This design comes from an exercise in tuning for small area on the open sky130 flow, not from production work.
In this exercise RTL edits were held to simulation tests only and were not proved equivalent to the original.

== run F ==
// Multi_line
module Multi_line(
input clk ,
input rstn,
  input   [127:0]M_AXIS_MM2S_0_tdata,
  input   M_AXIS_MM2S_0_tvalid,
  input [4:0] MemRDcount,
  input        SampleValid,
  input [63:0] Sampledata,
  input        CalcOn,
  output[31:0] OutSumr,
  output[31:0] OutSumi
    );
Size: roughly 6,300 cells after synthesis, about 270 I/O pins, roughly 0.077 sq mm of cells after synthesis.
export LEC_CHECK = 0
export CAP_MARGIN = 10
export CORE_MARGIN = 2
export CORE_UTILIZATION = 60
export PLACE_DENSITY_LB_ADDON = 0.2
export SLEW_MARGIN = 10
create_clock -name core_clock -period 10.0 [get_ports {clk}]
standard.sh (not shown) runs the stock make flow with config.mk's settings and CLKGATE_MAP_FILE= SYNTH_SCRIPT=/design/flow/synth_recipe.tcl, a recipe that flattens the netlist after the stock synthesis.
==> flow/flow/run.sh <==
#!/bin/bash
# Own flow: the standard layout (standard.sh) with these changes:
#  - synthesis maps the combinational logic with an area-oriented ABC script
#    (flow/abc_area.script) instead of ORFS's delay-oriented one;
#  - after Yosys extracts full adders, flow/fa_polarity.py flips adders (a full
#    adder is self-dual) so that fewer inverters are left between them;
#  - adders ($lcu) use Yosys's Sklansky prefix map instead of Kogge-Stone;
#  - ports are buffered with buf_1, and CTS uses clkbuf_4 buffers and no
#    dummy loads.
# Registers (dfflibmap) and every other step are ORFS's own.
set -euo pipefail
W=$(pwd)
rm -rf "$W/scripts_area"
cp -r "$FLOW_HOME/scripts" "$W/scripts_area"
cp "$W/flow/abc_area.script" "$W/scripts_area/abc_speed.script"
python3 "$W/flow/patch_synth.py" "$W/scripts_area/synth.tcl" "$W/flow/fa_polarity.py"
bash standard.sh SCRIPTS_DIR="$W/scripts_area" \
  "SYNTH_OPERATIONS_ARGS=-extra-map +/choices/sklansky.v" synth > "$W/flow_synth.log" 2>&1
bash standard.sh \
  "BUFFER_PORTS_ARGS=-buffer_cell sky130_fd_sc_hd__buf_1" \
  "CTS_ARGS=-sink_clustering_enable -repair_clock_nets -dont_use_dummy_load -buf_list sky130_fd_sc_hd__clkbuf_4" \
  finish > "$W/flow_finish.log" 2>&1
==> flow/flow/abc_area.script <==
strash
dc2
dc2
dch -f
amap
Other scripts of this flow, unchanged in this note and not shown: flow/flow/fa_polarity.py, flow/flow/patch_synth.py
Status run F: flow complete, layout not clean - setup timing
--- input diff run F..run X ---
# run F
export LEC_CHECK = 0
export CAP_MARGIN = 10
export CORE_MARGIN = 2
export CORE_UTILIZATION = 60
export PLACE_DENSITY_LB_ADDON = 0.2
export SLEW_MARGIN = 10
create_clock -name core_clock -period 10.0 [get_ports {clk}]
# run X
export LEC_CHECK = 0
export CAP_MARGIN = 20
export CORE_MARGIN = 2
export CORE_UTILIZATION = 60
export PLACE_DENSITY_LB_ADDON = 0.2
export SLEW_MARGIN = 20
create_clock -name core_clock -period 10.0 [get_ports {clk}]
-- flow/flow/run.sh --
<<< run F, line 7
#  - adders ($lcu) use Yosys's Sklansky prefix map instead of Kogge-Stone;
#  - ports are buffered with buf_1, and CTS uses clkbuf_4 buffers and no
#    dummy loads.
>>> run X, line 7
#  - adders ($lcu) use Yosys's Sklansky prefix map instead of Kogge-Stone;
#  - ports are buffered with buf_1, and CTS uses small clock buffers and no
#    dummy loads.
<<< run F, line 20
  "BUFFER_PORTS_ARGS=-buffer_cell sky130_fd_sc_hd__buf_1" \
  "CTS_ARGS=-sink_clustering_enable -repair_clock_nets -dont_use_dummy_load -buf_list sky130_fd_sc_hd__clkbuf_4" \
  finish > "$W/flow_finish.log" 2>&1
>>> run X, line 20
  "BUFFER_PORTS_ARGS=-buffer_cell sky130_fd_sc_hd__buf_1" \
  "CTS_ARGS=-sink_clustering_enable -repair_clock_nets -dont_use_dummy_load -buf_list {sky130_fd_sc_hd__clkbuf_4 sky130_fd_sc_hd__clkbuf_8}" \
  finish > "$W/flow_finish.log" 2>&1
==> flow/flow/abc_area.script <==
strash
dch
amap
==> comparison <==
- Run X completed end to end with timing, DRC and antenna clean.
- [compare] base=run F new=run X: final area decreased by about 3.2% relative to the old numbers; amount of wire on met3 after detailed routing decreased by about 20% relative to the old numbers.
- Compared with run F, run X shows via count of the routed design that has gone down by a few percent.
- On first-pass GRT wire length: run X sits below run F.
- Compared with run F, in run X fraction of synthesis flops using an asynchronous set or reset pin about even; routed wire length saw a decrease.

-- what the ideal ports hide --
The flow's constraints put no driver on any port. The routed layouts listed below were extracted and timed again, unchanged, in two steps.
Step 1 (the two cells are an assumption about what drives the block):
set clk [get_ports {clk}]
set_driving_cell -lib_cell sky130_fd_sc_hd__clkbuf_16 $clk
set_driving_cell -lib_cell sky130_fd_sc_hd__buf_2 [delete_from_list [all_inputs] $clk]
Step 2 adds t to the input delays and takes it off the output delays; t is the mean of the earliest and latest rising clock arrival at the registers after step 1. Input paths then give back, and output paths get back, about the clock's delay inside the block.
a / b / c = ideal ports / drivers / drivers and shift; a / b = the first two.
run	t (ns)	slack for setup (ns)	hold WS [ns]	worst slew at a driven data input, ns	pins driven straight from the clock port
run F	1.287	-0.472 / -0.472 / -0.472	0.263 / 0.263 / 0.263	0.19	1
run X	0.940	0.672 / 0.672 / 0.672	0.227 / 0.227 / 0.227	0.15	1
